From an optimization exercise on the open Yosys and OpenROAD flow, aimed at small area, a short achievable clock period and few clock cycles per item; shortcuts taken in it are not production practice. Function was checked by simulation only, so behaviour that the tests miss may differ from the original.

## flow/design.v (module list and top-level ports; edited modules follow where they fit)
// module Rsa256Core: 393 lines
// module MainTree: 4065 lines
// module SideTree: 161 lines
// module CPA: 1555 lines
// module GP: 4 lines
// module HA: 4 lines
// module HAN: 4 lines
// module FA: 4 lines
module Rsa256Core (
	input          i_clk,
	input          i_rst,
	input          i_start,
	input  [255:0] i_a,
	input  [255:0] i_d,
	input  [255:0] i_n,
	output [255:0] o_a_pow_d,
	output         o_finished
);
  // ...
==> flow/flow/run.sh <==
#!/bin/bash
# Standard ORFS layout (the standard.sh) with a larger setup slack margin
# for timing repair and single buf_1 port buffers; constraints and clock
# period are unchanged.
set -euo pipefail
MARGIN=8.5
sed -e "s/SETUP_SLACK_MARGIN=[0-9.]*/SETUP_SLACK_MARGIN=${MARGIN} 'BUFFER_PORTS_ARGS=-buffer_cell sky130_fd_sc_hd__buf_1'/" standard.sh > standard_margin.sh
bash standard_margin.sh > orfs_make.log 2>&1
==> flow/standard.sh <==
#!/bin/bash
# synth_recipe.tcl (not shown) runs the flow's synth.tcl, then flattens the netlist and writes it again
# the make line also repeats each setting of config.mk as NAME=value (left out here)
make -C /OpenROAD-flow-scripts/flow DESIGN_CONFIG=/design/flow/config.mk WORK_HOME=/design/flow/orfs CLKGATE_MAP_FILE= SYNTH_SCRIPT=/design/flow/synth_recipe.tcl "${@:-finish}"
==> flow/config.mk <==
export PLATFORM = sky130hd
export DESIGN_NAME = Rsa256Core
export DESIGN_NICKNAME = Rsa256Core
export VERILOG_FILES = /design/flow/design.v
export SDC_FILE = /design/flow/constraint.sdc
export NUM_CORES = 8
export LEC_CHECK = 0
export ABC_CLOCK_PERIOD_IN_PS = 4500
export CAP_MARGIN = 35
export CORE_MARGIN = 2
export CORE_UTILIZATION = 55
export SETUP_SLACK_MARGIN = 5
export SLEW_MARGIN = 35
export SYNTH_HIERARCHICAL = 1
export SYNTH_MINIMUM_KEEP_SIZE = 0
==> flow/constraint.sdc <==
create_clock -name core_clock -period 14.0 [get_ports {i_clk}]
set_input_delay 2.8000 -clock core_clock [delete_from_list [all_inputs] [get_ports {i_clk}]]
set_output_delay 2.8000 -clock core_clock [all_outputs]
set_load 0.01 [all_outputs]
==> reports/metrics.cfg, run 1 <==
[status]
run_status=complete, no violations

[layout]
largest_class=multi-input gates
clock_area_frac=0.03966
seq_cells=2203
buf_share=0.04521
layout_commonest_cell=nand2_1
final_util=0.5931
num-nonclk-inverters=288
multi_input_area_share=0.6310
nets=25310
buffers=1558

[cts]
clock-root-buffer=clkbuf_16
postCtsHoldBufs=0
numCtsBuffers=284
cts_tree=built

[logic_synthesis]
synth_warnings=7
synthCells=19990

[global_routing]
busiest_layer=met2
grt_overflow_total=0
grt_pass1_vias=172100
grt_pass1_wl_um=1490000

[timing]
clock_skew_ps=70.40
period_needed_ps=5658
drv_slew=0
finalSetupViolations=0
rsz0062_at_grt=true

[worst_setup_path]
worst-path-stages=19
cp_data_required_time_ps=14880
crit_path_end=base[69]
ff2ff_path_depth=19
cp_top_family=simple AND/OR/NAND/NOR gates
crit_chain=buf_4 > buf_8 > nand2_1 > nor2_1 > a211oi_1 > a21oi_1 > ha_1 > ha_1 > and2_1 > and2_1 > and2_1 > and2_2 > and2_1 > and2_1 > a21o_4 > ha_2 > nor2_2 > xnor2_2 > mux2_2

[routing]
top_layer_used=met5
wl_um=1115000
wl_per_cell_um=44.02
avgViaCountPerCell=6.988

[die]
initial_core_util=0.5521

[hold_path]
worstHoldEndpoint=dreg[57]

Testbench counts, summed over its fixed seeds: cycles 300,804, items 24.
==> module Rsa256Core, before the edit <==
module Rsa256Core (
	input          i_clk,
	input          i_rst,
	input          i_start,
	input  [255:0] i_a,
	input  [255:0] i_d,
	input  [255:0] i_n,
	output [255:0] o_a_pow_d,
	output         o_finished
);
	localparam [3:0] ST_IDLE  = 4'd0,
	                 ST_PRE   = 4'd1,
	                 ST_MU    = 4'd2,
	                 ST_NPC   = 4'd3,
	                 ST_DBL   = 4'd4,
	                 ST_CORR  = 4'd5,
	                 ST_ITER  = 4'd6,
	                 ST_CONV  = 4'd7,
	                 ST_ONE   = 4'd8,
	                 ST_FDBL  = 4'd9,
	                 ST_FCORR = 4'd10,
	                 ST_DONE  = 4'd11,
	                 ST_SHIFT = 4'd12,
	                 ST_COPY  = 4'd13;
	localparam [1:0] OP_SQR = 2'd0, OP_MUL = 2'd1, OP_FIN = 2'd2;
	logic [3:0]   state;
	logic [1:0]   op;
	logic         pre;        
	logic         msel;       
	logic [1:0]   wsq;        
	logic         wmul;       
	logic         wsel;       
	logic         fin_r;
	logic [255:0] nreg;       
	logic [255:0] dreg;       
	logic [8:0]   cnt;        
	logic [8:0]   dcnt;       
	logic [5:0]   it;         
	logic [264:0] br;         
	logic [264:0] base;       
	logic [264:0] tab3;       
	logic [255:0] np_r;       
	logic [265:0] sn, cn;     
	logic [9:0]   p_r;        
	logic [7:0]   q_r;        
	logic [7:0]   a_r;        
	assign o_finished = fin_r;
	assign o_a_pow_d  = base[263:8];
	function automatic [7:0] neg_inv8(input [6:0] n);
		case (n)
			7'd0: neg_inv8 = 8'd255;
			7'd1: neg_inv8 = 8'd85;
			7'd2: neg_inv8 = 8'd51;
			7'd3: neg_inv8 = 8'd73;
			7'd4: neg_inv8 = 8'd199;
			7'd5: neg_inv8 = 8'd93;
			7'd6: neg_inv8 = 8'd59;
			7'd7: neg_inv8 = 8'd17;
			7'd8: neg_inv8 = 8'd15;
			7'd9: neg_inv8 = 8'd229;
			7'd10: neg_inv8 = 8'd195;
			7'd11: neg_inv8 = 8'd89;
			7'd12: neg_inv8 = 8'd215;
			7'd13: neg_inv8 = 8'd237;
			7'd14: neg_inv8 = 8'd203;
			7'd15: neg_inv8 = 8'd33;
			7'd16: neg_inv8 = 8'd31;
			7'd17: neg_inv8 = 8'd117;
			7'd18: neg_inv8 = 8'd83;
			7'd19: neg_inv8 = 8'd105;
			7'd20: neg_inv8 = 8'd231;
			7'd21: neg_inv8 = 8'd125;
			7'd22: neg_inv8 = 8'd91;
			7'd23: neg_inv8 = 8'd49;
			7'd24: neg_inv8 = 8'd47;
			7'd25: neg_inv8 = 8'd5;
			7'd26: neg_inv8 = 8'd227;
			7'd27: neg_inv8 = 8'd121;
			7'd28: neg_inv8 = 8'd247;
			7'd29: neg_inv8 = 8'd13;
			7'd30: neg_inv8 = 8'd235;
			7'd31: neg_inv8 = 8'd65;
			7'd32: neg_inv8 = 8'd63;
			7'd33: neg_inv8 = 8'd149;
			7'd34: neg_inv8 = 8'd115;
			7'd35: neg_inv8 = 8'd137;
			7'd36: neg_inv8 = 8'd7;
			7'd37: neg_inv8 = 8'd157;
			7'd38: neg_inv8 = 8'd123;
			7'd39: neg_inv8 = 8'd81;
			7'd40: neg_inv8 = 8'd79;
			7'd41: neg_inv8 = 8'd37;
			7'd42: neg_inv8 = 8'd3;
			7'd43: neg_inv8 = 8'd153;
			7'd44: neg_inv8 = 8'd23;
			7'd45: neg_inv8 = 8'd45;
			7'd46: neg_inv8 = 8'd11;
			7'd47: neg_inv8 = 8'd97;
			7'd48: neg_inv8 = 8'd95;
			7'd49: neg_inv8 = 8'd181;
			7'd50: neg_inv8 = 8'd147;
			7'd51: neg_inv8 = 8'd169;
			7'd52: neg_inv8 = 8'd39;
			7'd53: neg_inv8 = 8'd189;
			7'd54: neg_inv8 = 8'd155;
			7'd55: neg_inv8 = 8'd113;
			7'd56: neg_inv8 = 8'd111;
			7'd57: neg_inv8 = 8'd69;
			7'd58: neg_inv8 = 8'd35;
			7'd59: neg_inv8 = 8'd185;
			7'd60: neg_inv8 = 8'd55;
			7'd61: neg_inv8 = 8'd77;
			7'd62: neg_inv8 = 8'd43;
			7'd63: neg_inv8 = 8'd129;
			7'd64: neg_inv8 = 8'd127;
			7'd65: neg_inv8 = 8'd213;
			7'd66: neg_inv8 = 8'd179;
			7'd67: neg_inv8 = 8'd201;
			7'd68: neg_inv8 = 8'd71;
			7'd69: neg_inv8 = 8'd221;
			7'd70: neg_inv8 = 8'd187;
			7'd71: neg_inv8 = 8'd145;
			7'd72: neg_inv8 = 8'd143;
			7'd73: neg_inv8 = 8'd101;
			7'd74: neg_inv8 = 8'd67;
			7'd75: neg_inv8 = 8'd217;
			7'd76: neg_inv8 = 8'd87;
			7'd77: neg_inv8 = 8'd109;
			7'd78: neg_inv8 = 8'd75;
			7'd79: neg_inv8 = 8'd161;
			7'd80: neg_inv8 = 8'd159;
			7'd81: neg_inv8 = 8'd245;
			7'd82: neg_inv8 = 8'd211;
			7'd83: neg_inv8 = 8'd233;
			7'd84: neg_inv8 = 8'd103;
			7'd85: neg_inv8 = 8'd253;
			7'd86: neg_inv8 = 8'd219;
			7'd87: neg_inv8 = 8'd177;
			7'd88: neg_inv8 = 8'd175;
			7'd89: neg_inv8 = 8'd133;
			7'd90: neg_inv8 = 8'd99;
			7'd91: neg_inv8 = 8'd249;
			7'd92: neg_inv8 = 8'd119;
			7'd93: neg_inv8 = 8'd141;
			7'd94: neg_inv8 = 8'd107;
			7'd95: neg_inv8 = 8'd193;
			7'd96: neg_inv8 = 8'd191;
			7'd97: neg_inv8 = 8'd21;
			7'd98: neg_inv8 = 8'd243;
			7'd99: neg_inv8 = 8'd9;
			7'd100: neg_inv8 = 8'd135;
			7'd101: neg_inv8 = 8'd29;
			7'd102: neg_inv8 = 8'd251;
			7'd103: neg_inv8 = 8'd209;
			7'd104: neg_inv8 = 8'd207;
			7'd105: neg_inv8 = 8'd165;
			7'd106: neg_inv8 = 8'd131;
			7'd107: neg_inv8 = 8'd25;
			7'd108: neg_inv8 = 8'd151;
			7'd109: neg_inv8 = 8'd173;
			7'd110: neg_inv8 = 8'd139;
			7'd111: neg_inv8 = 8'd225;
			7'd112: neg_inv8 = 8'd223;
			7'd113: neg_inv8 = 8'd53;
			7'd114: neg_inv8 = 8'd19;
			7'd115: neg_inv8 = 8'd41;
			7'd116: neg_inv8 = 8'd167;
			7'd117: neg_inv8 = 8'd61;
			7'd118: neg_inv8 = 8'd27;
			7'd119: neg_inv8 = 8'd241;
			7'd120: neg_inv8 = 8'd239;
			7'd121: neg_inv8 = 8'd197;
			7'd122: neg_inv8 = 8'd163;
			7'd123: neg_inv8 = 8'd57;
			7'd124: neg_inv8 = 8'd183;
			7'd125: neg_inv8 = 8'd205;
			7'd126: neg_inv8 = 8'd171;
			7'd127: neg_inv8 = 8'd1;
			default: neg_inv8 = 8'd0;
		endcase
	endfunction
	logic [265:0] so, co;
	logic [17:0]  tsum;
	MainTree u_mt (.sn(sn), .cn(cn), .q_r(q_r), .a_r(a_r), .np_r(np_r), .br(br), .so(so), .co(co));
	SideTree u_st (.s_l(~sn[7:0]), .c_l(~cn[7:0]), .p_r(p_r), .q_r(q_r), .a_r(a_r),
	               .np_r(np_r[7:0]), .br(br[7:0]), .t(tsum));
	logic mode_conv, mode_dbl, mode_corr, mode_npc, mode_one;
	wire neg       = base[264];
	wire [265:0] mval = {2'b00, nreg, 8'b0};
	logic [265:0] ax, ay;
	logic [9:0]   az;
	logic         acin;
	always_comb begin
		ax = '0; ay = '0; az = '0; acin = 1'b0;
		if (mode_conv) begin
			ax = {~sn[257:0], q_r};
			ay = {~cn[257:0], 8'b0};
			az = p_r;
			acin = mode_npc;
		end else if (mode_dbl) begin
			ax = {base, 1'b0};
			ay = neg ? mval : ~mval;
			acin = ~neg;
		end else if (mode_corr) begin
			ax = {base[264], base};
			ay = neg ? mval : '0;
		end else if (mode_one) begin
			acin = 1'b1;
		end
	end
	wire [265:0] azw = {248'b0, az, 8'b0};
	wire [265:0] hs  = ax ^ ay ^ azw;
	wire [265:0] hc  = {(ax[264:0] & ay[264:0]) | (ax[264:0] & azw[264:0]) | (ay[264:0] & azw[264:0]), 1'b0};
	wire [265:0] sum;
	CPA u_cpa (.x(hs), .y(hc), .cin(acin), .s(sum));
	wire [271:0] br_x   = {7'b0, br};
	wire [271:0] base_x = {7'b0, base};
	wire [271:0] tab3_x = {7'b0, tab3};
	logic [33:0] oh;        
	logic [7:0]  dig_br, dig_base, dig_tab3;
	always_comb begin
		dig_br = 8'd0; dig_base = 8'd0; dig_tab3 = 8'd0;
		for (int i = 0; i < 34; i++) begin
			dig_br   = dig_br   | ({8{oh[i]}} & br_x[8*i +: 8]);
			dig_base = dig_base | ({8{oh[i]}} & base_x[8*i +: 8]);
			dig_tab3 = dig_tab3 | ({8{oh[i]}} & tab3_x[8*i +: 8]);
		end
	end
	logic       dc_top, dc_nxt, dc_shift;
	logic [8:0] dc_cnt;
	always_comb begin
		dc_shift = (state == ST_SHIFT) || (state == ST_COPY) || (state == ST_CONV && op == OP_SQR && !pre);
		dc_top   = dc_shift ? dreg[254] : dreg[255];
		dc_nxt   = dc_shift ? dreg[253] : dreg[254];
		dc_cnt   = dc_shift ? cnt - 9'd1 : cnt;
	end
	wire dc_fin  = (dc_cnt == 9'd0);
	wire dc_two  = dc_top && dc_nxt && (dc_cnt >= 9'd2);
	wire iter = (state == ST_ITER) || (state == ST_MU);
	logic [3:0] state_n;
	always_comb begin
		state_n = state;
		case (state)
			ST_IDLE:  if (i_start) state_n = ST_PRE;
			ST_PRE:   state_n = ST_MU;
			ST_MU:    state_n = ST_NPC;
			ST_NPC:   state_n = ST_DBL;
			ST_DBL:   if (dcnt == 9'd263) state_n = ST_CORR;
			ST_CORR:  state_n = (cnt == 9'd0) ? ST_ONE : ST_ITER;
			ST_ITER:  if (it == 6'd34) state_n = ST_CONV;
			ST_CONV:  if (op == OP_FIN) state_n = ST_FDBL;
			          else if (pre && op == OP_MUL) state_n = (cnt >= 9'd2 && dreg[254]) ? ST_SHIFT : ST_COPY;
			          else state_n = ST_ITER;
			ST_SHIFT: state_n = ST_ITER;
			ST_COPY:  state_n = ST_ITER;
			ST_ONE:   state_n = ST_FDBL;
			ST_FDBL:  if (dcnt == 9'd7) state_n = ST_FCORR;
			ST_FCORR: state_n = ST_DONE;
			default:  state_n = ST_IDLE;
		endcase
	end
	always_ff @(posedge i_clk or posedge i_rst) begin
		if (i_rst) begin
			state     <= ST_IDLE;
			fin_r     <= 1'b0;
			mode_conv <= 1'b0;
			mode_dbl  <= 1'b0;
			mode_corr <= 1'b0;
			mode_npc  <= 1'b0;
			mode_one  <= 1'b0;
		end else begin
			state     <= state_n;
			fin_r     <= (state_n == ST_DONE);
			mode_conv <= (state_n == ST_NPC) || (state_n == ST_CONV);
			mode_dbl  <= (state_n == ST_DBL) || (state_n == ST_FDBL);
			mode_corr <= (state_n == ST_CORR) || (state_n == ST_FCORR) || (state_n == ST_COPY);
			mode_npc  <= (state_n == ST_NPC);
			mode_one  <= (state_n == ST_ONE);
		end
	end
	always_ff @(posedge i_clk) begin
		if (iter) begin
			sn  <= so;
			cn  <= co;
			p_r <= tsum[17:8];
			q_r <= tsum[7:0];
		end else begin
			sn  <= '1;
			cn  <= '1;
			p_r <= '0;
			q_r <= '0;
		end
		case (state)
			ST_IDLE: begin
				nreg <= i_n;
				br   <= {9'b0, i_n};
				base <= {1'b0, i_a, 8'b0};
				dreg <= i_d;
				cnt  <= 9'd256;
				dcnt <= 9'd0;
			end
			ST_PRE: begin
				a_r <= neg_inv8(nreg[7:1]);
			end
			ST_NPC: begin
				np_r <= sum[263:8];
			end
			ST_DBL: begin
				base <= sum[264:0];
				dcnt <= dcnt + 9'd1;
				if (!dreg[255] && cnt != 9'd0) begin
					dreg <= {dreg[254:0], 1'b0};
					cnt  <= cnt - 9'd1;
				end
			end
			ST_CORR: begin
				base <= sum[264:0];
				br   <= sum[264:0];
				it   <= 6'd0;
				oh   <= 34'd2;
				op   <= OP_SQR;
				pre  <= 1'b1;
				a_r  <= sum[7:0];
			end
			ST_ITER: begin
				it <= it + 6'd1;
				oh <= {oh[32:0], 1'b0};
				case (op)
					OP_SQR:  a_r <= dig_br;
					OP_MUL:  a_r <= msel ? dig_tab3 : dig_base;
					default: a_r <= 8'd0;
				endcase
			end
			ST_CONV, ST_SHIFT, ST_COPY: begin
				it <= 6'd0;
				oh <= 34'd2;
				if (state == ST_CONV && op == OP_FIN) begin
					base <= sum[264:0];
					dcnt <= 9'd0;
				end else if (state == ST_CONV && pre) begin
					br <= sum[264:0];
					if (op == OP_SQR) begin
						op   <= OP_MUL;
						msel <= 1'b0;
						a_r  <= base[7:0];
					end else begin
						tab3 <= sum[264:0];
						pre  <= 1'b0;
						if (cnt >= 9'd2 && dreg[254]) begin
							dreg <= {dreg[254:0], 1'b0};
							cnt  <= cnt - 9'd1;
						end
					end
				end else begin
					if (state != ST_SHIFT) br <= sum[264:0];
					if (dc_shift) begin
						dreg <= {dreg[254:0], 1'b0};
						cnt  <= cnt - 9'd1;
					end
					if (state == ST_CONV && op == OP_SQR && wsq != 2'd1) begin
						wsq <= wsq - 2'd1;
						a_r <= sum[7:0];
					end else if (state == ST_CONV && op == OP_SQR && wmul) begin
						op   <= OP_MUL;
						msel <= wsel;
						a_r  <= wsel ? tab3[7:0] : base[7:0];
					end else if (dc_fin) begin
						op  <= OP_FIN;
						a_r <= 8'd1;
					end else begin
						op   <= OP_SQR;
						wsq  <= dc_two ? 2'd2 : 2'd1;
						wmul <= dc_top;
						wsel <= dc_two;
						a_r  <= (state == ST_SHIFT) ? br[7:0] : sum[7:0];
					end
				end
			end
			ST_ONE: begin
				base <= sum[264:0];
				dcnt <= 9'd0;
			end
			ST_FDBL: begin
				base <= sum[264:0];
				dcnt <= dcnt + 9'd1;
			end
			ST_FCORR: begin
				base <= sum[264:0];
			end
			default: ;
		endcase
	end
endmodule
==> run 2, diff against run 1 <==
--- a/flow/design.v
+++ b/flow/design.v
@@ -39,16 +39,20 @@
 	logic [264:0] br;         
 	logic [264:0] base;       
 	logic [264:0] tab3;       
 	logic [255:0] np_r;       
 	logic [265:0] sn, cn;     
 	logic [9:0]   p_r;        
 	logic [7:0]   q_r;        
 	logic [7:0]   a_r;        
+	logic [3:0]   state_n;
+	logic [7:0]   a_nx;       
+	logic         a_we;
+	logic [265:0] sum;        
 	assign o_finished = fin_r;
 	assign o_a_pow_d  = base[263:8];
 	function automatic [7:0] neg_inv8(input [6:0] n);
 		case (n)
 			7'd0: neg_inv8 = 8'd255;
 			7'd1: neg_inv8 = 8'd85;
 			7'd2: neg_inv8 = 8'd51;
 			7'd3: neg_inv8 = 8'd73;
@@ -176,48 +180,82 @@
 			7'd125: neg_inv8 = 8'd205;
 			7'd126: neg_inv8 = 8'd171;
 			7'd127: neg_inv8 = 8'd1;
 			default: neg_inv8 = 8'd0;
 		endcase
 	endfunction
 	logic [265:0] so, co;
 	logic [17:0]  tsum;
-	MainTree u_mt (.sn(sn), .cn(cn), .q_r(q_r), .a_r(a_r), .np_r(np_r), .br(br), .so(so), .co(co));
-	SideTree u_st (.s_l(~sn[7:0]), .c_l(~cn[7:0]), .p_r(p_r), .q_r(q_r), .a_r(a_r),
-	               .np_r(np_r[7:0]), .br(br[7:0]), .t(tsum));
+	logic         first;
+	wire [265:0]  sng = sn | {266{first}};
+	wire [265:0]  cng = cn | {266{first}};
+	wire          first_n = (state_n == ST_MU) || (state_n == ST_ITER && state != ST_ITER);
+	wire [7:0]    qd_g    = tsum[7:0] & {8{~first_n}};
+	wire [255:0]  npg = np_r;
+	wire [9:0]    pg  = p_r;
+	wire [7:0][247:0] qpv;
+	wire [7:0][256:0] apv;
+	wire [259:0]      brx = {3'b0, br[264:8]};
+	for (genvar gs = 0; gs < 4; gs++) begin : g_pp
+		wire [495:0] qo;
+		wire [519:0] ao;
+		PPQ u_q (.clk(i_clk), .qd(qd_g), .v(npg[8 + 62*gs +: 62]), .p(qo));
+		PPA u_a (.clk(i_clk), .ad(a_nx), .awe(a_we), .v(brx[65*gs +: 65]), .p(ao));
+		for (genvar t = 0; t < 8; t++) begin : g_t
+			assign qpv[t][62*gs +: 62] = qo[62*t +: 62];
+			if (gs < 3) begin : g_f
+				assign apv[t][65*gs +: 65] = ao[65*t +: 65];
+			end else begin : g_l
+				assign apv[t][256:195] = ao[65*t +: 62];
+			end
+		end
+	end
+	MainTree u_mt (.sn(sng), .cn(cng),
+		.qp0(qpv[0]), .qp1(qpv[1]), .qp2(qpv[2]), .qp3(qpv[3]), .qp4(qpv[4]), .qp5(qpv[5]), .qp6(qpv[6]), .qp7(qpv[7]),
+		.ap0(apv[0]), .ap1(apv[1]), .ap2(apv[2]), .ap3(apv[3]), .ap4(apv[4]), .ap5(apv[5]), .ap6(apv[6]), .ap7(apv[7]),
+		.so(so), .co(co));
+	SideTree u_st (.s_l(~sng[7:0]), .c_l(~cng[7:0]), .p_r(pg), .q_r(q_r), .a_r(a_r),
+	               .np_r(npg[7:0]), .br(br[7:0]), .t(tsum));
 	logic mode_conv, mode_dbl, mode_corr, mode_npc, mode_one;
 	wire neg       = base[264];
 	wire [265:0] mval = {2'b00, nreg, 8'b0};
+	wire [265:0] cx  = {~sn[257:0], q_r};
+	wire [265:0] cy  = {~cn[257:0], 8'b0};
+	wire [265:0] cz  = {248'b0, p_r, 8'b0};
+	wire [265:0] hsc = cx ^ cy ^ cz;
+	wire [265:0] hcc = {(cx[264:0] & cy[264:0]) | (cx[264:0] & cz[264:0]) | (cy[264:0] & cz[264:0]), 1'b0};
 	logic [265:0] ax, ay;
-	logic [9:0]   az;
 	logic         acin;
 	always_comb begin
-		ax = '0; ay = '0; az = '0; acin = 1'b0;
-		if (mode_conv) begin
-			ax = {~sn[257:0], q_r};
-			ay = {~cn[257:0], 8'b0};
-			az = p_r;
-			acin = mode_npc;
-		end else if (mode_dbl) begin
-			ax = {base, 1'b0};
-			ay = neg ? mval : ~mval;
-			acin = ~neg;
-		end else if (mode_corr) begin
-			ax = {base[264], base};
-			ay = neg ? mval : '0;
-		end else if (mode_one) begin
-			acin = 1'b1;
-		end
+		acin = 1'b0;
+		if (mode_conv)     acin = mode_npc;
+		else if (mode_dbl) acin = ~neg;
+		else if (mode_one) acin = 1'b1;
 	end
-	wire [265:0] azw = {248'b0, az, 8'b0};
-	wire [265:0] hs  = ax ^ ay ^ azw;
-	wire [265:0] hc  = {(ax[264:0] & ay[264:0]) | (ax[264:0] & azw[264:0]) | (ay[264:0] & azw[264:0]), 1'b0};
-	wire [265:0] sum;
-	CPA u_cpa (.x(hs), .y(hc), .cin(acin), .s(sum));
+	wire         conv_d = (state_n == ST_NPC) || (state_n == ST_CONV);
+	wire         dbl_d  = (state_n == ST_DBL) || (state_n == ST_FDBL);
+	wire         corr_d = (state_n == ST_CORR) || (state_n == ST_FCORR) || (state_n == ST_COPY);
+	wire         base_we = (state == ST_IDLE) || (state == ST_DBL) || (state == ST_CORR) || (state == ST_ONE) ||
+	                       (state == ST_FDBL) || (state == ST_FCORR) || (state == ST_CONV && op == OP_FIN);
+	wire         neg_d  = (state != ST_IDLE) && sum[264];
+	wire         negn   = base_we ? neg_d : neg;           
+	wire         selm_d = dbl_d || (corr_d && negn);
+	wire         inv_d  = dbl_d && !negn;
+	wire [267:0] hsc_x = {2'b0, hsc}, hcc_x = {2'b0, hcc};
+	wire [267:0] bsh_x = {2'b0, base, 1'b0}, bse_x = {{3{base[264]}}, base}, mv_x = {2'b0, mval};
+	wire [267:0] ax_x, ay_x;
+	for (genvar gs = 0; gs < 4; gs++) begin : g_ops
+		OPS u_o (.clk(i_clk), .conv_d(conv_d), .dbl_d(dbl_d), .corr_d(corr_d), .selm_d(selm_d), .inv_d(inv_d),
+			.hsc(hsc_x[67*gs +: 67]), .hcc(hcc_x[67*gs +: 67]), .bsh(bsh_x[67*gs +: 67]), .bse(bse_x[67*gs +: 67]),
+			.mv(mv_x[67*gs +: 67]), .ax(ax_x[67*gs +: 67]), .ay(ay_x[67*gs +: 67]));
+	end
+	assign ax = ax_x[265:0];
+	assign ay = ay_x[265:0];
+	CPA u_cpa (.x(ax), .y(ay), .cin(acin), .s(sum));
 	wire [271:0] br_x   = {7'b0, br};
 	wire [271:0] base_x = {7'b0, base};
 	wire [271:0] tab3_x = {7'b0, tab3};
 	logic [33:0] oh;        
 	logic [7:0]  dig_br, dig_base, dig_tab3;
 	always_comb begin
 		dig_br = 8'd0; dig_base = 8'd0; dig_tab3 = 8'd0;
 		for (int i = 0; i < 34; i++) begin
@@ -232,17 +270,16 @@
 		dc_shift = (state == ST_SHIFT) || (state == ST_COPY) || (state == ST_CONV && op == OP_SQR && !pre);
 		dc_top   = dc_shift ? dreg[254] : dreg[255];
 		dc_nxt   = dc_shift ? dreg[253] : dreg[254];
 		dc_cnt   = dc_shift ? cnt - 9'd1 : cnt;
 	end
 	wire dc_fin  = (dc_cnt == 9'd0);
 	wire dc_two  = dc_top && dc_nxt && (dc_cnt >= 9'd2);
 	wire iter = (state == ST_ITER) || (state == ST_MU);
-	logic [3:0] state_n;
 	always_comb begin
 		state_n = state;
 		case (state)
 			ST_IDLE:  if (i_start) state_n = ST_PRE;
 			ST_PRE:   state_n = ST_MU;
 			ST_MU:    state_n = ST_NPC;
 			ST_NPC:   state_n = ST_DBL;
 			ST_DBL:   if (dcnt == 9'd263) state_n = ST_CORR;
@@ -263,49 +300,72 @@
 		if (i_rst) begin
 			state     <= ST_IDLE;
 			fin_r     <= 1'b0;
 			mode_conv <= 1'b0;
 			mode_dbl  <= 1'b0;
 			mode_corr <= 1'b0;
 			mode_npc  <= 1'b0;
 			mode_one  <= 1'b0;
+			first     <= 1'b0;
 		end else begin
+			first     <= first_n;
 			state     <= state_n;
 			fin_r     <= (state_n == ST_DONE);
 			mode_conv <= (state_n == ST_NPC) || (state_n == ST_CONV);
 			mode_dbl  <= (state_n == ST_DBL) || (state_n == ST_FDBL);
 			mode_corr <= (state_n == ST_CORR) || (state_n == ST_FCORR) || (state_n == ST_COPY);
 			mode_npc  <= (state_n == ST_NPC);
 			mode_one  <= (state_n == ST_ONE);
 		end
 	end
+	always_comb begin
+		a_we = 1'b0; a_nx = 8'd0;
+		case (state)
+			ST_PRE:  begin a_we = 1'b1; a_nx = neg_inv8(nreg[7:1]); end
+			ST_CORR: begin a_we = 1'b1; a_nx = sum[7:0]; end
+			ST_ITER: begin
+				a_we = 1'b1;
+				case (op)
+					OP_SQR:  a_nx = dig_br;
+					OP_MUL:  a_nx = msel ? dig_tab3 : dig_base;
+					default: a_nx = 8'd0;
+				endcase
+			end
+			ST_CONV, ST_SHIFT, ST_COPY: begin
+				if (state == ST_CONV && op == OP_FIN) begin
+				end else if (state == ST_CONV && pre) begin
+					if (op == OP_SQR) begin a_we = 1'b1; a_nx = base[7:0]; end
+				end else begin
+					a_we = 1'b1;
+					if (state == ST_CONV && op == OP_SQR && wsq != 2'd1) a_nx = sum[7:0];
+					else if (state == ST_CONV && op == OP_SQR && wmul)   a_nx = wsel ? tab3[7:0] : base[7:0];
+					else if (dc_fin)                                     a_nx = 8'd1;
+					else a_nx = (state == ST_SHIFT) ? br[7:0] : sum[7:0];
+				end
+			end
+			default: ;
+		endcase
+	end
 	always_ff @(posedge i_clk) begin
-		if (iter) begin
-			sn  <= so;
-			cn  <= co;
-			p_r <= tsum[17:8];
-			q_r <= tsum[7:0];
-		end else begin
-			sn  <= '1;
-			cn  <= '1;
-			p_r <= '0;
-			q_r <= '0;
-		end
+		sn  <= so;
+		cn  <= co;
+		p_r <= tsum[17:8] & {10{~first_n}};
+		q_r <= qd_g;
+		if (a_we) a_r <= a_nx;
 		case (state)
 			ST_IDLE: begin
 				nreg <= i_n;
 				br   <= {9'b0, i_n};
 				base <= {1'b0, i_a, 8'b0};
 				dreg <= i_d;
 				cnt  <= 9'd256;
 				dcnt <= 9'd0;
 			end
 			ST_PRE: begin
-				a_r <= neg_inv8(nreg[7:1]);
 			end
 			ST_NPC: begin
 				np_r <= sum[263:8];
 			end
 			ST_DBL: begin
 				base <= sum[264:0];
 				dcnt <= dcnt + 9'd1;
 				if (!dreg[255] && cnt != 9'd0) begin
@@ -315,69 +375,58 @@
 			end
 			ST_CORR: begin
 				base <= sum[264:0];
 				br   <= sum[264:0];
 				it   <= 6'd0;
 				oh   <= 34'd2;
 				op   <= OP_SQR;
 				pre  <= 1'b1;
-				a_r  <= sum[7:0];
 			end
 			ST_ITER: begin
 				it <= it + 6'd1;
 				oh <= {oh[32:0], 1'b0};
-				case (op)
-					OP_SQR:  a_r <= dig_br;
-					OP_MUL:  a_r <= msel ? dig_tab3 : dig_base;
-					default: a_r <= 8'd0;
-				endcase
 			end
 			ST_CONV, ST_SHIFT, ST_COPY: begin
 				it <= 6'd0;
 				oh <= 34'd2;
 				if (state == ST_CONV && op == OP_FIN) begin
 					base <= sum[264:0];
 					dcnt <= 9'd0;
 				end else if (state == ST_CONV && pre) begin
 					br <= sum[264:0];
 					if (op == OP_SQR) begin
 						op   <= OP_MUL;
 						msel <= 1'b0;
-						a_r  <= base[7:0];
 					end else begin
 						tab3 <= sum[264:0];
 						pre  <= 1'b0;
 						if (cnt >= 9'd2 && dreg[254]) begin
 							dreg <= {dreg[254:0], 1'b0};
 							cnt  <= cnt - 9'd1;
 						end
 					end
 				end else begin
 					if (state != ST_SHIFT) br <= sum[264:0];
 					if (dc_shift) begin
 						dreg <= {dreg[254:0], 1'b0};
 						cnt  <= cnt - 9'd1;
 					end
 					if (state == ST_CONV && op == OP_SQR && wsq != 2'd1) begin
 						wsq <= wsq - 2'd1;
-						a_r <= sum[7:0];
 					end else if (state == ST_CONV && op == OP_SQR && wmul) begin
 						op   <= OP_MUL;
 						msel <= wsel;
-						a_r  <= wsel ? tab3[7:0] : base[7:0];
 					end else if (dc_fin) begin
 						op  <= OP_FIN;
-						a_r <= 8'd1;
 					end else begin
 						op   <= OP_SQR;
 						wsq  <= dc_two ? 2'd2 : 2'd1;
 						wmul <= dc_top;
 						wsel <= dc_two;
-						a_r  <= (state == ST_SHIFT) ? br[7:0] : sum[7:0];
 					end
 				end
 			end
 			ST_ONE: begin
 				base <= sum[264:0];
 				dcnt <= 9'd0;
 			end
 			ST_FDBL: begin
@@ -386,34 +435,18 @@
 			end
 			ST_FCORR: begin
 				base <= sum[264:0];
 			end
 			default: ;
 		endcase
 	end
 endmodule
-module MainTree(input [265:0] sn, input [265:0] cn, input [7:0] q_r, input [7:0] a_r,
-  input [255:0] np_r, input [264:0] br, output [265:0] so, output [265:0] co);
-  wire [247:0] qp0 = ~({248{q_r[0]}} & np_r[255:8]);
-  wire [256:0] ap0 = ~({257{a_r[0]}} & br[264:8]);
-  wire [247:0] qp1 = ~({248{q_r[1]}} & np_r[255:8]);
-  wire [256:0] ap1 = ~({257{a_r[1]}} & br[264:8]);
-  wire [247:0] qp2 = ~({248{q_r[2]}} & np_r[255:8]);
-  wire [256:0] ap2 = ~({257{a_r[2]}} & br[264:8]);
-  wire [247:0] qp3 = ~({248{q_r[3]}} & np_r[255:8]);
-  wire [256:0] ap3 = ~({257{a_r[3]}} & br[264:8]);
-  wire [247:0] qp4 = ~({248{q_r[4]}} & np_r[255:8]);
-  wire [256:0] ap4 = ~({257{a_r[4]}} & br[264:8]);
-  wire [247:0] qp5 = ~({248{q_r[5]}} & np_r[255:8]);
-  wire [256:0] ap5 = ~({257{a_r[5]}} & br[264:8]);
-  wire [247:0] qp6 = ~({248{q_r[6]}} & np_r[255:8]);
-  wire [256:0] ap6 = ~({257{a_r[6]}} & br[264:8]);
-  wire [247:0] qp7 = ~({248{q_r[7]}} & np_r[255:8]);
-  wire [256:0] ap7 = ~({257{a_r[7]}} & br[264:8]);
+module MainTree(input [265:0] sn, input [265:0] cn, input [247:0] qp0, input [247:0] qp1, input [247:0] qp2, input [247:0] qp3, input [247:0] qp4, input [247:0] qp5, input [247:0] qp6, input [247:0] qp7, input [256:0] ap0, input [256:0] ap1, input [256:0] ap2, input [256:0] ap3, input [256:0] ap4, input [256:0] ap5, input [256:0] ap6, input [256:0] ap7,
+  output [265:0] so, output [265:0] co);
   wire [8085:0] w;
   HAN h1(sn[13], cn[13], w[0], w[1]);
   FA f2(sn[14], cn[14], qp0[6], w[2], w[3]);
   FA f3(ap0[6], qp1[5], ap1[5], w[4], w[5]);
   FA f4(sn[15], cn[15], qp0[7], w[6], w[7]);
   FA f5(ap0[7], qp1[6], ap1[6], w[8], w[9]);
   FA f6(qp2[5], ap2[5], qp3[4], w[10], w[11]);
   HAN h7(ap3[4], qp4[3], w[12], w[13]);
@@ -4612,16 +4645,46 @@
   FA f135(w[203], w[238], w[237], w[268], w[269]);
   FA f136(w[207], w[240], w[239], w[270], w[271]);
   FA f137(w[211], w[242], w[241], w[272], w[273]);
   HA h138(w[213], w[243], w[274], w[275]);
   wire [17:0] x = {1'b0, w[275], w[274], w[272], w[270], w[267], w[265], w[263], w[261], w[259], w[257], w[255], w[253], w[251], w[249], w[247], w[245], w[214]};
   wire [17:0] y = {1'b0, 1'b0, w[273], w[271], w[269], w[268], w[266], w[264], w[262], w[260], w[258], w[256], w[254], w[252], w[250], w[248], w[246], w[244]};
   assign t = x + y;
 endmodule
+module PPQ(input clk, input [7:0] qd, input [61:0] v, output [495:0] p);
+  logic [7:0] q_c;
+  always_ff @(posedge clk) q_c <= qd;
+  genvar t;
+  for (t = 0; t < 8; t++) begin : g_t
+    assign p[62*t +: 62] = ~({62{q_c[t]}} & v);
+  end
+endmodule
+module PPA(input clk, input [7:0] ad, input awe, input [64:0] v, output [519:0] p);
+  logic [7:0] a_c;
+  always_ff @(posedge clk) if (awe) a_c <= ad;
+  genvar t;
+  for (t = 0; t < 8; t++) begin : g_t
+    assign p[65*t +: 65] = ~({65{a_c[t]}} & v);
+  end
+endmodule
+module OPS(input clk, input conv_d, input dbl_d, input corr_d, input selm_d, input inv_d,
+  input [66:0] hsc, input [66:0] hcc, input [66:0] bsh, input [66:0] bse, input [66:0] mv,
+  output [66:0] ax, output [66:0] ay);
+  logic conv_c, dbl_c, corr_c, selm_c, inv_c;
+  always_ff @(posedge clk) begin
+    conv_c <= conv_d;
+    dbl_c  <= dbl_d;
+    corr_c <= corr_d;
+    selm_c <= selm_d;
+    inv_c  <= inv_d;
+  end
+  assign ax = ({67{conv_c}} & hsc) | ({67{dbl_c}} & bsh) | ({67{corr_c}} & bse);
+  assign ay = ({67{conv_c}} & hcc) | ({67{selm_c}} & (mv ^ {67{inv_c}}));
+endmodule
 module CPA(input [265:0] x, input [265:0] y, input cin, output [265:0] s);
   wire [265:0] g, p, c;
   wire g0x = g[0] | (p[0] & cin);
   HA b0(x[0], y[0], p[0], g[0]);
   HA b1(x[1], y[1], p[1], g[1]);
   HA b2(x[2], y[2], p[2], g[2]);
   HA b3(x[3], y[3], p[3], g[3]);
   HA b4(x[4], y[4], p[4], g[4]);
--- a/flow/config.mk
+++ b/flow/config.mk
@@ -4,12 +4,14 @@
 export VERILOG_FILES = /design/flow/design.v
 export SDC_FILE = /design/flow/constraint.sdc
 export NUM_CORES = 8
 export LEC_CHECK = 0
 export ABC_CLOCK_PERIOD_IN_PS = 4500
 export CAP_MARGIN = 35
 export CORE_MARGIN = 2
 export CORE_UTILIZATION = 55
+export CTS_CLUSTER_DIAMETER = 100
+export CTS_CLUSTER_SIZE = 20
 export SETUP_SLACK_MARGIN = 5
 export SLEW_MARGIN = 35
 export SYNTH_HIERARCHICAL = 1
 export SYNTH_MINIMUM_KEEP_SIZE = 0
==> run 2 against run 1 <==
Non-clock buffer count down 115. Clock-buffer cell count is 131 lower. Maximum frequency fell by 1.3%. Wire length down 5.2%. Critical path depth shrank 4.
==> reports/metrics.cfg, run 2 <==
[die]
die_h_um=644.4
initial_core_util=0.5515  ; -0.0005729
boundaryPins=1028
die_area_sq_mm=0.4152
dieWidth_um=644.4
coreArea_sq_mm=0.4090
rows=235

[timing]
rsz0062_at_grt=true
finalSetupViolations=0  ; unchanged
finalSetupTns_ps=0
clock_skew_ps=81.37  ; +10.97 ps
max_freq_mhz=174.5
period_share=0.4094
drv_slew=0  ; unchanged
tightest_slew_ps=1140
hold_viol_final=0
hold_ws_ps=544.9
maxSlewHeadroom=0.2401
period_needed_ps=5732  ; +73.22 ps

[layout]
nets=24560  ; -2.9%
drive_gt1_frac=0.1019
fillers=35000
area_growth_pct=3.097
layout_commonest_cell=nand2_1
final_area_sq_mm=0.2325
layout_common_cells=nand2_1 (4855), fa_1 (4152), edfxtp_1 (1668)
top_regs=cn (266), sn (266)

[cts]
cts_tree=built
clk_pin_slew_worst_paths_ps=100
numCtsBuffers=161  ; -43%
clock-sinks=2287
clock-root-buffer=clkbuf_16
clockBufferDepth=4
cts_max_level=4
postCtsHoldBufs=0  ; unchanged
clock_latency_ps=1000

[global_routing]
grt_overflow_total=0  ; unchanged
grt_pass1_wl_um=1429000  ; -4.1%
grt_pass1_vias=167300  ; -2.8%
antenna_found_initial=229
grt_max_degree=132
track_usage=0.5098

[logic_synthesis]
syn_area_per_cell_sq_um=11.51
synthCells=19600  ; -1.9%
syn-cell-area_sq_mm=0.2256
synth_warnings=10  ; +3

[routing]
vias=167700
wl_per_cell_um=42.73  ; -2.9%
first_pass_iters=13
drt-initial-drc-count=25760
wl_um=1058000  ; -5.2%
ant_nets=0
avgViaCountPerCell=6.773  ; -3.1%
drc=0

[place]
hpwl_um=823000
gp_congestion=1.109
port_buffers=1027
placed_cell_area_sq_mm=0.2253

[worst_setup_path]
critical_path_peak_fanout=6
r2r_end=base[181]
cp_data_arrival_time_ps=6590
startpoint_type=flop
end_kind=flop
rrSetupSlack_ps=8270
critPathKind=flop to flop
cp_data_required_time_ps=14860  ; -20 ps
ff2ff_path_depth=15  ; -4
r2r_start=p_r[9]

[job]
cap_violations=0

[hold_path]
min_from=dreg[89]
worstHoldEndpoint=dreg[90]
hold_class=flop to flop
min_delay_path_depth=1

[status]
run_status=complete, no violations

## run 2: what timing repair did
item	4_1_cts	5_1_grt
pin swaps	1	11
gates cloned	0	0
setup endpoints to repair	659	156
gates resized for setup	51	59
buffers inserted	9	16
## run 2: cell type report
class,count,area [sq um],share of cell area
antenna,181,452.9,0.001948
clock buffer,222,4428,0.01904
clock inverter,71,878.3,0.003777
inverter,879,3314,0.01425
multi-input combinational,14220,145800,0.6272
sequential,2287,62660,0.2695
tap,5451,6820,0.02933
timing repair buffer,1443,8142,0.03501
## run 2: worst max path at each step
stage,start,endpoint,slack (ps),depth (start not counted)
3_5_place_dp,g_ops[0].u_o.conv_c,base[253],7440,16
6_report,p_r[9],base[181],8270,15
4_1_cts,p_r[9],base[185],8510,15
3_3_place_gp,g_ops[0].u_o.conv_c,base[129],7370,17
2_1_floorplan,cnt[0],dreg[0],5560,9
5_1_grt,first,p_r[7],8390,16
## run 2: critical path, cell delays in order, from the launching register on
cell      delay, ps
dfxtp_1         540
fa_1            590
a222oi_1        390
inv_1           100
ha_1            370
and2_1          180
and2_1          200
and2_1          210
and2_1          200
a21o_2          380
a21o_2          480
a21o_1          620
ha_1            260
nor2_1           50
xnor2_1         710
mux2_2          290
## run 2: routing by layer
layer / vias up / track usage / share of wire
met5: - / 0.007979 / 0.00090
met4: 102 / 0.4330 / 0.10
met3: 3415 / 0.2094 / 0.14
met2: 14410 / 0.6941 / 0.41
met1: 87980 / 0.6276 / 0.34
li1: 61750 / - / -
## run 2: metrics by stage
stage / setup slack (ps) / util / std cells
floorplan: 5558 / - / 19620
global placement: 7367 / 0.5473 / 24140
detailed placement: 7443 / 0.5508 / 24210
CTS: 8508 / 0.5646 / 24520
global route: 8388 / 0.5677 / 24610
finish: 8268 / 0.5686 / 24750
Testbench counts of run 2, summed over its fixed seeds: cycles 300,804, items 24.
==> run 3, diff against run 2 <==
--- a/flow/flow/run.sh
+++ b/flow/flow/run.sh
@@ -3,6 +3,6 @@
 # for timing repair and single buf_1 port buffers; constraints and clock
 # period are unchanged.
 set -euo pipefail
-MARGIN=8.5
+MARGIN=9.0
 sed -e "s/SETUP_SLACK_MARGIN=[0-9.]*/SETUP_SLACK_MARGIN=${MARGIN} 'BUFFER_PORTS_ARGS=-buffer_cell sky130_fd_sc_hd__buf_1'/" standard.sh > standard_margin.sh
 bash standard_margin.sh > orfs_make.log 2>&1
==> run 3 against run 2 <==
Critical endpoint is now p_r[5]. Largest cell class unchanged. Worst hold slack hardly changed. Sequential cell count stayed put.
==> reports/metrics.cfg, run 3 <==
[global_routing]
grt_pass1_vias=167900  ; +0.34%
grt_overflow_total=0  ; unchanged
grt_pass1_wl_um=1439000  ; +0.69%
grt_max_degree=132  ; unchanged
track_usage=0.5137  ; +0.003933
antenna_found_initial=234  ; +2.2%

[timing]
finalSetupViolations=0  ; unchanged
clock_skew_ps=83.60  ; +2.228 ps
maxSlewHeadroom=0.2402  ; about the same
max_freq_mhz=189.5  ; +8.6%
rsz0062_at_grt=true
tightest_slew_ps=1140  ; -0.1051 ps
hold_viol_final=0  ; unchanged
finalSetupTns_ps=0  ; unchanged
drv_slew=0  ; unchanged
period_needed_ps=5276  ; -455.6 ps
period_share=0.3769  ; -0.03254

[layout]
nets=24690  ; +0.51%
layout_common_cells=nand2_1 (4855), fa_1 (4067), edfxtp_1 (1668)
fillers=34740  ; -0.76%
drive_gt1_frac=0.1181  ; +0.01617
fin_cells=24890  ; +0.56%
top_regs=cn (266), sn (266)
final_area_sq_mm=0.2352  ; +1.1%
layout_commonest_cell=nand2_1
area_growth_pct=4.280

[job]
cap_violations=0  ; unchanged

[hold_path]
min_delay_path_depth=1  ; unchanged
hold_class=flop to flop
min_from=dreg[89]
worstHoldEndpoint=dreg[90]

[cts]
clk_pin_slew_worst_paths_ps=100  ; about the same
numCtsBuffers=161  ; unchanged
cts_tree=built
clock-sinks=2287  ; unchanged
cts_max_level=4  ; unchanged
clock_latency_ps=1040  ; +40 ps
clockBufferDepth=4  ; unchanged
clock-root-buffer=clkbuf_16

[logic_synthesis]
syn_area_per_cell_sq_um=11.51  ; unchanged
syn-cell-area_sq_mm=0.2256  ; unchanged
synthCells=19600  ; unchanged
synth_warnings=10  ; unchanged

[worst_setup_path]
crit_top_cell=fa_2
slowest_delay_ps=610  ; -100 ps
cp_top_family=adder cells
startpoint_type=flop
cp_data_required_time_ps=14910  ; +50 ps
r2r_end=p_r[5]
end_kind=flop
crit_chain=or2_4 > inv_2 > fa_2 > fa_2 > fa_2 > fa_2 > fa_1 > fa_1 > ha_4 > a21o_1 > a31oi_1 > o31ai_2 > a211oi_2 > xnor2_1 > and2_1
cp_data_arrival_time_ps=6190  ; -400 ps
ff2ff_path_depth=15  ; unchanged
rrSetupSlack_ps=8720  ; +460 ps
slowest_stage=fa_2
r2r_start=first
critPathKind=flop to flop
critical_path_peak_fanout=6  ; unchanged
path_buf_inv=1  ; unchanged

[die]
rows=235  ; unchanged
initial_core_util=0.5515  ; unchanged
dieWidth_um=644.4  ; unchanged
boundaryPins=1028  ; unchanged
die_h_um=644.4  ; unchanged
die_area_sq_mm=0.4152  ; unchanged
coreArea_sq_mm=0.4090  ; unchanged

[routing]
wl_per_cell_um=42.94  ; +0.49%
ant_nets=0  ; unchanged
vias=169100  ; +0.88%
drc=0  ; unchanged
first_pass_iters=12  ; -1
avgViaCountPerCell=6.794  ; +0.31%
wl_um=1069000  ; +1.1%
drt-initial-drc-count=26370  ; +2.4%

[status]
run_status=complete, no violations

[place]
placed_cells=24210  ; unchanged
placed_cell_area_sq_mm=0.2253  ; unchanged
gp_congestion=1.109  ; unchanged
port_buffers=1027  ; unchanged
hpwl_um=823000  ; unchanged

[run 3: layout make-up]
cell class | instances | area, sq um | share of cell area
diodes | 194 | 485.5 | 0.002064
clock buffers | 222 | 4428 | 0.01883
clock inverters | 71 | 878.3 | 0.003734
inverters | 879 | 3314 | 0.01409
multi-input cells | 14220 | 146800 | 0.6239
flip-flops and latches | 2287 | 62680 | 0.2665
well taps | 5451 | 6820 | 0.02900
repair buffers | 1569 | 9852 | 0.04189
[run 3: what timing repair did]
| action | CTS | global route |
|---|---|---|
| endpoints found under the setup margin | 1185 | 430 |
| gates resized for setup | 203 | 191 |
| pin swaps | 34 | 84 |
| cloned | 8 | 15 |
| buffers inserted | 78 | 51 |
| hold buffers | 0 | 0 |
[run 3: how the worst max path moves through the flow]
stage                                   start        end  slack [ps]  depth (start not counted)
after floorplan                        cnt[0]    dreg[0]        5560                          9
after detailed placement  g_ops[0].u_o.conv_c  base[253]        7440                         16
final                                   first     p_r[5]        8720                         15
after CTS                               first     p_r[5]        8850                         14
after global routing                    first     p_r[5]        8630                         15
after global placement    g_ops[0].u_o.conv_c  base[129]        7370                         17
[run 3: metal layers]
metal  GRT usage  routed length [um]  part of all wire  up-vias
li1            -                   -                 -    62040
met1      0.6305              364800              0.34    88450
met2      0.6993              433900              0.41    14960
met3      0.2144              155700              0.15     3563
met4      0.4363              113400              0.11      120
met5    0.005088                1041           0.00097        -
[run 3: per-stage QoR]
stage / setup WS [ps] / hold WS, ps / util
2_1_floorplan: 5558 / 524.6 / -
3_3_place_gp: 7367 / 526.0 / 0.5473
3_5_place_dp: 7443 / 532.2 / 0.5508
4_1_cts: 8847 / 545.6 / 0.5686
5_1_grt: 8631 / 557.6 / 0.5742
6_report: 8724 / 544.8 / 0.5751
==> run 4, diff against run 3 <==
--- a/flow/design.v
+++ b/flow/design.v
@@ -185,9 +185,8 @@
 	endfunction
 	logic [265:0] so, co;
 	logic [17:0]  tsum;
-	logic         first;
-	wire [265:0]  sng = sn | {266{first}};
-	wire [265:0]  cng = cn | {266{first}};
+	wire [265:0]  sng = sn;
+	wire [265:0]  cng = cn;
 	wire          first_n = (state_n == ST_MU) || (state_n == ST_ITER && state != ST_ITER);
 	wire [7:0]    qd_g    = tsum[7:0] & {8{~first_n}};
 	wire [255:0]  npg = np_r;
@@ -305,9 +304,7 @@
 			mode_corr <= 1'b0;
 			mode_npc  <= 1'b0;
 			mode_one  <= 1'b0;
-			first     <= 1'b0;
 		end else begin
-			first     <= first_n;
 			state     <= state_n;
 			fin_r     <= (state_n == ST_DONE);
 			mode_conv <= (state_n == ST_NPC) || (state_n == ST_CONV);
@@ -346,8 +343,8 @@
 		endcase
 	end
 	always_ff @(posedge i_clk) begin
-		sn  <= so;
-		cn  <= co;
+		sn  <= so | {266{first_n}};
+		cn  <= co | {266{first_n}};
 		p_r <= tsum[17:8] & {10{~first_n}};
 		q_r <= qd_g;
 		if (a_we) a_r <= a_nx;
==> run 4 against run 3 <==
Still clean on timing, DRC and antenna. Non-clock buffer count up 53. Die area down 0.12%. Critical path type unchanged. Critical endpoint is now base[150]. Largest cell class unchanged. Highest routed layer unchanged.
==> reports/metrics.cfg, run 4 <==
[layout]
fillers=34960  ; +0.62%
final_area_sq_mm=0.2350  ; about the same
final_util=0.5749  ; about the same
seq_area_sq_mm=0.06274  ; about the same
layout_common_cells=nand2_1 (4862), fa_1 (4150), edfxtp_1 (1668)
layout_commonest_cell=nand2_1
multi_input_area_sq_mm=0.1462  ; -0.38%
fin_cells=24880  ; -0.036%
top_regs=cn (266), sn (266)
drive_gt1_frac=0.09295  ; -0.02514
nets=24720  ; +0.13%
area_growth_pct=4.303  ; about the same

[worst_setup_path]
crit_top_cell=and2_1
ff2ff_path_depth=14  ; -1
cp_data_required_time_ps=14890  ; -20 ps
cp_data_arrival_time_ps=6030  ; -160 ps
slowest_stage=xnor2_2
startpoint_type=flop
crit_chain=a222oi_1 > inv_1 > ha_1 > and2_1 > and2_1 > and2_1 > and2_2 > and2_1 > and2_1 > and2_1 > a21o_1 > a21oi_1 > xnor2_2 > mux2_2
r2r_end=base[150]
r2r_start=base[76]
slowest_delay_ps=820  ; +210 ps
rrSetupSlack_ps=8860  ; +130 ps
end_kind=flop
critPathKind=flop to flop
critical_path_peak_fanout=4  ; -2

[timing]
tightest_slew_ps=1272  ; +131.9 ps
drv_slew=0  ; unchanged
period_needed_ps=5143  ; -133.4 ps
finalSetupTns_ps=0  ; unchanged
max_freq_mhz=194.5  ; +2.6%
period_share=0.3673  ; -0.009531
hold_ws_ps=541.9  ; -2.878 ps
finalSetupViolations=0  ; unchanged
clock_skew_ps=83.32  ; -0.2816 ps
worst_slack_ps=8857  ; +133.4 ps
hold_viol_final=0  ; unchanged
maxSlewHeadroom=0.1522  ; -0.08796
rsz0062_at_grt=true

[cts]
postCtsHoldBufs=0  ; unchanged
clock-sinks=2286  ; -0.044%
clk_pin_slew_worst_paths_ps=90  ; about the same
numCtsBuffers=160  ; -0.62%
cts_max_level=4  ; unchanged
cts_tree=built
clock_latency_ps=1020  ; -20 ps
clock-root-buffer=clkbuf_16
clockBufferDepth=4  ; unchanged

[logic_synthesis]
syn-cell-area_sq_mm=0.2253  ; -0.12%
syn_area_per_cell_sq_um=11.51  ; about the same
synthCells=19580  ; -0.12%
synth_warnings=10  ; unchanged

[die]
die_h_um=644.0  ; about the same
dieWidth_um=644.0  ; about the same
initial_core_util=0.5512  ; about the same
die_area_sq_mm=0.4147  ; -0.12%
rows=235  ; unchanged
boundaryPins=1028  ; unchanged
coreArea_sq_mm=0.4087  ; about the same

[job]
cap_violations=0  ; unchanged

[hold_path]
min_from=dreg[244]
hold_class=flop to flop
worstHoldEndpoint=dreg[245]
min_delay_path_depth=1  ; unchanged

[place]
placed_cell_area_sq_mm=0.2251  ; about the same
port_buffers=1027  ; unchanged
dp_slack_ps=7549  ; +106.0 ps
hpwl_um=824400  ; +0.18%
gp_congestion=1.075  ; -3.0%
placed_cells=24210  ; -0.021%

[routing]
top_layer_used=met5
wl_met3_um=150400  ; -3.4%
vias=168000  ; -0.65%
wl_met1_um=363200  ; -0.44%
drc=0  ; unchanged
ant_nets=0  ; unchanged
drt-initial-drc-count=26040  ; -1.3%
wl_um=1070000  ; +0.15%
wl_per_cell_um=43.02  ; +0.19%
avgViaCountPerCell=6.752  ; -0.62%
first_pass_iters=14  ; +2
route.met2.wl_um=437400  ; +0.81%

[global_routing]
track_usage=0.5170  ; +0.003218
grt_pass1_wl_um=1441000  ; +0.17%
grt_pass1_vias=166900  ; -0.60%
grt_overflow_total=0  ; unchanged
grt_max_degree=182  ; +38%
antenna_found_initial=235  ; +0.43%

[status]
run_status=complete, no violations

## run 4: layout make-up
| cell class | count | area share |
|---|---|---|
| multi-input combinational | 14210 | 0.6222 |
| sequential | 2286 | 0.2670 |
| timing repair buffer | 1622 | 0.04324 |
| tap | 5451 | 0.02903 |
| clock buffer | 224 | 0.01905 |
| inverter | 868 | 0.01396 |
| clock inverter | 68 | 0.003903 |
| antenna | 154 | 0.001640 |
## run 4: worst max path at each step
stage,startpoint,to,slack [ps],depth (start not counted)
2_1_floorplan,state[2],np_r[0],6660,4
3_3_place_gp,g_ops[1].u_o.conv_c,g_ops[1].u_o.selm_c,7120,18
3_5_place_dp,g_ops[0].u_o.conv_c,base[241],7550,17
4_1_cts,np_r[4],p_r[3],8830,15
5_1_grt,np_r[7],p_r[9],8760,15
6_report,base[76],base[150],8860,14
## run 4: what timing repair did
item,in CTS,in global routing
setup endpoints to repair,1039,337
buffers inserted,118,60
gates resized for setup,206,218
pin swaps,31,49
cloned,1,4
## run 4: per-layer routing
metal / global-route usage / up-vias
li1: - / 62040
met1: 0.6289 / 88240
met2: 0.7085 / 14150
met3: 0.2090 / 3450
met4: 0.4550 / 151
met5: 0.002660 / -
## run 4: critical path: cells and delay by family (launching register included)
kind,cells,cell delay (ps)
multiplexers,1,300
flip-flops,1,720
AO/OA/AOI/OAI,3,920
XOR/XNOR,1,820
AND/OR/NAND/NOR,7,1810
buffers and inverters,1,80
adder cells (fa/ha/maj),1,330
Testbench counts of run 4, summed over its fixed seeds: cycles 300,804, items 24.

[afterwards: timing with drivers on the ports]
The flow's constraints put no driver on any port. The routed layouts listed below were extracted and timed again, unchanged, in two steps.
Step 1 (the two cells are an assumption about what drives the block):
set clk [get_ports {i_clk}]
set_driving_cell -lib_cell sky130_fd_sc_hd__clkbuf_16 $clk
set_driving_cell -lib_cell sky130_fd_sc_hd__buf_2 [delete_from_list [all_inputs] $clk]
Step 2 moves the port delays by t, midway between the first and last clock arrival at a register: inputs arrive t later, outputs are due t later. That takes back most of the time a late clock gives input paths.
Three values: ideal, step 1, step 2; two values: the first two.
| run | t (ns) | slack for setup (ns) | worst slew at a driven data input, ns |
|---|---|---|---|
| run 1 | 1.136 | 8.342 / 8.342 / 8.342 | 0.28 |
| run 2 | 1.100 | 8.268 / 8.268 / 8.268 | 0.48 |
| run 3 | 1.128 | 8.724 / 8.724 / 8.448 | 0.33 |
| run 4 | 1.119 | 8.857 / 8.738 / 8.810 | 0.26 |
After both steps setup and hold are still met in every run listed. For run 3, which loses most, drivers alone change the setup slack by 0.000 ns; drivers and shift together by -0.276 ns.
